This design comes from an exercise in tuning for small area on the open sky130 flow, not from production work.
Function was checked by simulation only, so behaviour that the tests miss may differ from the original.
No activity file was given, so power comes from the tool's default toggle rates.

==> flow/design.v <==
module gwct_top #(
    parameter CLK_HZ = 50_000_000,
    parameter BAUD   = 115_200
)(
    input         clk,
    input         rstn,
    input         gwct_rx,
    output        gwct_tx,
    output [31:0] PADDR,
    output        PSEL,
    output        PENABLE,
    output        PWRITE,
    output [31:0] PWDATA,
    output [3:0]  PSTRB,
    output [2:0]  PPROT,
    input  [31:0] PRDATA,
    input         PREADY,
    input         PSLVERR
);
    localparam integer DIV  = CLK_HZ / BAUD;
    localparam integer HALF = DIV / 2;
    reg s0, s1, s2;
    always @(posedge clk) begin
        s0 <= gwct_rx; s1 <= s0; s2 <= s1;
    end
    wire rxi = s2;
    reg [1:0] rst;             
    reg [8:0] rcnt;
    reg [2:0] rbit;
    reg [7:0] rsh;
    wire rz = (rcnt == 9'd0);
    wire byte_ok = (rst == 2'd3) & rz & rxi;
    always @(posedge clk or negedge rstn)
        if (!rstn) rst <= 2'd0;
        else case (rst)
            2'd0: if (!rxi) rst <= 2'd1;
            2'd1: if (rz) rst <= 2'd2;
            2'd2: if (rz && rbit == 3'd7) rst <= 2'd3;
            2'd3: if (rz) rst <= 2'd0;
        endcase
    always @(posedge clk) begin
        if (rst == 2'd0)   rcnt <= HALF;
        else if (rz)       rcnt <= DIV - 1;
        else               rcnt <= rcnt - 9'd1;
        if (rst == 2'd1)   rbit <= 3'd0;
        else if (rst == 2'd2 && rz) rbit <= rbit + 3'd1;
        if (rst == 2'd2 && rz) rsh <= {rxi, rsh[7:1]};
    end
    localparam M0 = 4'd0, M1 = 4'd1, M9 = 4'd9, M10 = 4'd10,
               V1 = 4'd11, V2 = 4'd12, SETUP = 4'd13, ACCESS = 4'd14, WAIT = 4'd15;
    reg [3:0] ms;
    reg [31:0] A, D;
    reg [7:0] acc;
    reg wr, err;
    localparam T_START = 4'd8, T_STOP = 4'd9;    
    reg [3:0] tph;
    reg [2:0] tby;
    reg [8:0] tcnt;
    wire tz = (tcnt == 9'd0);
    wire t_idle = (tph == T_STOP) && (tby == 3'd6);
    wire t_exit = (tby == 3'd6) && (tph == T_START) && (tcnt == DIV - 2);
    wire done_apb = (ms == ACCESS) && PREADY;
    wire t_shift = tz && (tph == 4'd7) && (tby >= 3'd2) && (tby <= 3'd5);
    always @(posedge clk or negedge rstn)
        if (!rstn) ms <= M0;
        else case (ms)
            M0:     if (byte_ok && rsh == 8'h47) ms <= M1;
            M1:     if (byte_ok) ms <= (rsh == 8'h01 || rsh == 8'h02) ? 4'd2 : M0;
            M10:    if (byte_ok) ms <= (acc == rsh) ? V1 : M0;
            V1:     ms <= V2;
            V2:     ms <= SETUP;
            SETUP:  ms <= ACCESS;
            ACCESS: if (PREADY) ms <= WAIT;
            WAIT:   if (t_exit) ms <= M0;
            default: if (byte_ok) ms <= ms + 4'd1;
        endcase
    wire store = byte_ok && ms >= 4'd2 && ms <= M9;
    always @(posedge clk) begin
        if (store || t_shift) begin
            A <= {D[7:0], A[31:8]};
            D <= {rsh, D[31:8]};
        end else if (done_apb)
            D <= PRDATA;
        if (done_apb) err <= PSLVERR;
        if (byte_ok && ms == M1) wr <= rsh[1];
        if (byte_ok && ms == M1)
            acc <= 8'h47 ^ rsh;
        else if (store)
            acc <= acc ^ rsh;
        else if (done_apb)
            acc <= wr ? 8'h45 : 8'h46;
        else if (t_shift)
            acc <= acc ^ D[7:0];
    end
    always @(posedge clk or negedge rstn)
        if (!rstn) begin
            tph <= T_STOP;
            tby <= 3'd6;
        end else if (done_apb) begin
            tph <= T_STOP;
            tby <= 3'd7;
        end else if (tz && !t_idle) begin
            if (tph == T_STOP) begin
                tph <= T_START;
                tby <= tby + 3'd1;
            end else if (tph == T_START)
                tph <= 4'd0;
            else if (tph == 4'd7)
                tph <= T_STOP;
            else
                tph <= tph + 4'd1;
        end
    always @(posedge clk)
        if (done_apb)
            tcnt <= 9'd4;
        else if (tz)
            tcnt <= (tph == 4'd7) ? DIV + 1 : DIV - 1;
        else
            tcnt <= tcnt - 9'd1;
    reg [7:0] tv;
    always @(*) begin
        case (tby)
            3'd0: tv = 8'h47;
            3'd1: tv = err ? 8'hFF : (wr ? 8'h02 : 8'h01);
            3'd6: tv = err ? 8'hB8 : acc;
            default: tv = err ? 8'h00 : D[7:0];
        endcase
    end
    assign gwct_tx = (tph == T_START) ? 1'b0 : (tph == T_STOP) ? 1'b1 : tv[tph[2:0]];
    assign PADDR   = A;
    assign PWDATA  = D;
    assign PWRITE  = wr;
    assign PSEL    = (ms == SETUP) || (ms == ACCESS);
    assign PENABLE = (ms == ACCESS);
    assign PSTRB   = 4'hF;
    assign PPROT   = 3'b000;
endmodule
==> flow/run.sh <==
#!/bin/bash
# synth_recipe.tcl (not shown) runs the flow's synth.tcl, then flattens the netlist and writes it again
# the make line also repeats each setting of config.mk as NAME=value (left out here)
make -C /OpenROAD-flow-scripts/flow DESIGN_CONFIG=/design/flow/config.mk WORK_HOME=/design/flow/orfs CLKGATE_MAP_FILE= SYNTH_SCRIPT=/design/flow/synth_recipe.tcl finish
==> flow/config.mk <==
export PLATFORM = sky130hd
export DESIGN_NAME = gwct_top
export DESIGN_NICKNAME = gwct_top
export VERILOG_FILES = /design/flow/design.v
export SDC_FILE = /design/flow/constraint.sdc
export NUM_CORES = 4
export LEC_CHECK = 0
export CAP_MARGIN = 20
export CORE_MARGIN = 2
export CORE_UTILIZATION = 40
export SLEW_MARGIN = 20
==> flow/constraint.sdc <==
create_clock -name core_clock -period 20.0 [get_ports {clk}]
set_input_delay 4.0000 -clock core_clock [delete_from_list [all_inputs] [get_ports {clk}]]
set_output_delay 4.0000 -clock core_clock [all_outputs]
set_load 0.01 [all_outputs]
==> summary.txt <==
Status
  – Status: finished clean

Place
  – GP Congestion: 0.850
  – I/O Buffers: 104
  – DP Wirelength: 10200 µm

Timing
  – RSZ-0062 raised after global routing: no
  – Final setup fails: 0
  – FMAX: 137 MHz
  – Min Tclk post-route: 7300 ps
  – Hold violation count in the final report: 0
  – Skew final: 10.7 ps
  – Fin Hold WS: 323 ps
  – Least-Margin Pin Slew: 903 ps
  – Fin crit share: 36.5%
  – Max-slew violations: 0
  – Rel. slew slack: 39.5%
  – Setup tns final: 0 ps

Cells and area
  – Fin nets: 683
  – # diodes: 0
  – Area of the multi-input gates: 2510 µm²
  – Register area: 3270 µm²
  – Share of layout cells above drive strength 1: 13.8%
  – FILL cells: 1258
  – Synthesis-to-layout area growth: 29.1%

Power
  – Switching part of the total power: 19.4%
  – Pwr/cell area: 74.1 nW/µm²
  – Internal power: 0.465 mW
  – NetSw: 0.112 mW
  – Combinational power share: 2.0%
  – Peak supply drop: 0.0000709 V
  – Clock power share: 52.6%
  – Sequential power share: 45.4%
  – P_leak: 2.80 nW

CTS
  – Max clock buf depth: 2
  – Root buf cell: clkbuf_16
  – # Post-CTS Setup Buffers: 0
  – Clock Latency Late Sink: 420 ps
  – CTS buffer count: 17
  – Post-CTS sizing: 0
  – Clk sink count: 119
  – TritonCTS clock tree: yes
  – H-tree Lvls: 4
  – Reg clk slew, reported paths: 50 ps
  – Hold_buf cts: 0

Synth
  – Count leader, synth: edfxtp_1
  – Top cells by area, synth: edfxtp_1, dfxtp_1, mux2_2
  – Synth Flop Type: edfxtp_1
  – Mean post-synth cell area: 11.6 µm²
  – Mapped Cells: 522
  – YS warnings: 1
  – Asr flop ratio synth: 10.9%
  – Top cell type's share of synthesized area: 40.8%
  – Distinct cells, synth: 66
  – Number of synthesized flops with an enable pin: 82
  – Cell area after synthesis: 6030 µm²
  – Leading area contributor after synthesis: edfxtp_1
  – Seq/Total Area, Yosys: 54.3%
  – Yosys reg bits: 119
  – List of most frequent post-synthesis cells: edfxtp_1, mux2_2, nor2_1, nand2_1, a21oi_1

Global routing
  – Vias in the first global route: 4393
  – GR Overflow Total: 0
  – Global-route wire length before repair: 22800 µm
  – Initial antenna violation count: 0
  – GRT Util Overall: 18.2%
  – Largest net degree at the start of global routing: 35

Detailed routing
  – Final wirelength: 14400 µm
  – DRT iter0 DRCs: 316
  – Vias/cell: 5.48
  – Total number of vias: 4499
  – Wire per inst: 17.5 µm
  – DRC Markers: 0
  – DR pass1 iterations: 4
  – Antenna-violating nets left: 0

Worst hold path
  – Hold/Removal Path Class: reg2reg
  – Hold path startpoint: s1
  – Hold Path End: s2
  – WHS Path Cells: 0

Critical path
  – Reg2Reg Setup Slack: 16290 ps
  – Reg2reg end: D[26]
  – Reg2reg start: ms[0]
  – Worst Reg-to-Reg Cells: 8
  – Crit start category: flop
  – Critical path class: reg2out
  – Max FO, Critical Path: 6
  – Setup crit end kind: primary output
  – Req. time, crit path: 16000 ps
  – CP arrival: 3300 ps

Floorplanning
  – Starting Density: 41.2%
  – Core box area: 14600 µm²
  – Die area: 16100 µm²
  – Rows: 44
  – DIE HEIGHT: 127 µm
  – Top Ports: 112
  – Die Wd: 127 µm

Run
  – Max-Cap Viols: 0
## cell families (layout without fill, tap and decap cells)
logic type                 Yosys count  in the layout  share of synthesized area (%)
other                                2              7                          0.124
adders and majority gates           22             22                           4.56
DFF                                119            119                           54.3
muxes                               43             43                           7.88
and+or+nand+nor                    157            157                           13.7
xor gates and xnor gates            20             20                           2.90
buffers and inverters               55            165                           4.50
AOI/OAI and AO/OA                  104            104                           12.0
## cell usage in the layout (no fill, tap or decap), drive strengths merged, types with 13 or more instances in the layout
cell type      Yosys  final
a21oi             26     26
clkbuf            15     19
clkdlybuf4s50      0    104
dfxtp             24     24
edfxtp            82     82
ha                22     22
inv               25     25
mux2              36     36
nand2             28     28
nand3             13     13
nor2              32     32
nor3              21     21
o21ai             14     14
## worst max-delay path: stages (launching register included)
cell	delay, ps
dfstp_2	560
inv_1	80
ha_1	250
or3_1	360
a21oi_1	370
a221oi_1	160
o311ai_0	350
o221a_2	240
clkdlybuf4s50_1	530
## final cells by class
| type | count | area share [%] |
|---|---|---|
| inverter | 25 | 1.20 |
| timing repair buffer | 108 | 14.0 |
| tap | 184 | 2.96 |
| multi-input combinational | 353 | 32.2 |
| clock inverter | 13 | 2.01 |
| clock buffer | 19 | 5.56 |
| sequential | 119 | 42.0 |
## through the flow
step	setup slack (ps)	cells	utilization, %	area, µm²	power [mW]
after floorplan	13840	527	-	6050	0.271
after global placement	13190	788	49.0	7170	0.278
after detailed placement	13150	788	49.0	7170	0.278
after CTS	12690	820	53.0	7760	0.584
after global routing	12470	821	53.2	7790	0.596
final	12700	821	53.2	7790	0.577
## power by group through the flow
stage | Sequential, mW | Clock [mW] | Combinational [mW]
after detailed placement | 0.267 | 0 | 0.0114
after global routing | 0.262 | 0.322 | 0.0123
final | 0.262 | 0.304 | 0.0114
after global placement | 0.267 | 0 | 0.0112
after floorplan | 0.267 | 0 | 0.00435
after CTS | 0.262 | 0.310 | 0.0115
## flip-flops by register name, summed over array words and instances (netlist names), 2 cells and up
name and count:
tph 4, D 32, rcnt 9, rsh 8, acc 8, A 32, tcnt 9, tby 3
rbit 3, ms 4, rst 2
## how the worst max path moves through the flow
stage	startpoint	end	slack, ps	cells past startpoint
2_1_floorplan	tby[1]	gwct_tx	13840	7
3_3_place_gp	tby[1]	gwct_tx	13190	8
3_5_place_dp	tby[1]	gwct_tx	13150	8
4_1_cts	tby[1]	gwct_tx	12690	8
5_1_grt	tby[1]	gwct_tx	12470	8
6_report	tby[1]	gwct_tx	12700	8
## metal layers
layer  vias to the layer above  wire [µm]  global-route usage [%]
met2                       162       7040                    30.1
met1                      2168       6280                    22.7
li1                       2144          -                       -
met3                        25        766                    4.60
met4                         0        291                    7.76
met5                         -          0                       0

==> separate check: timing with driven ports <==
The results above use ideal ports. As a check the final layout listed here was re-extracted and re-timed, cells and wires unchanged.
Step 1: set_driving_cell puts a clkbuf_16 on clk and a buf_2 on each other input, an assumption about the parent block.
Step 2 adds t to the input delays and takes it off the output delays; t is the mean of the earliest and latest rising clock arrival at the registers after step 1. Input paths then give back, and output paths get back, about the clock's delay inside the block.
Three values: ideal ports, drivers, drivers and shift; two values: the first two.
shift t [ns]: 0.455
setup WS [ns]: 12.700 / 12.656 / 13.111
worst setup path after step 2: register to output
After both steps this run still meets setup and hold. For this run, drivers alone change the setup slack by -0.044 ns; drivers and shift together by +0.411 ns.
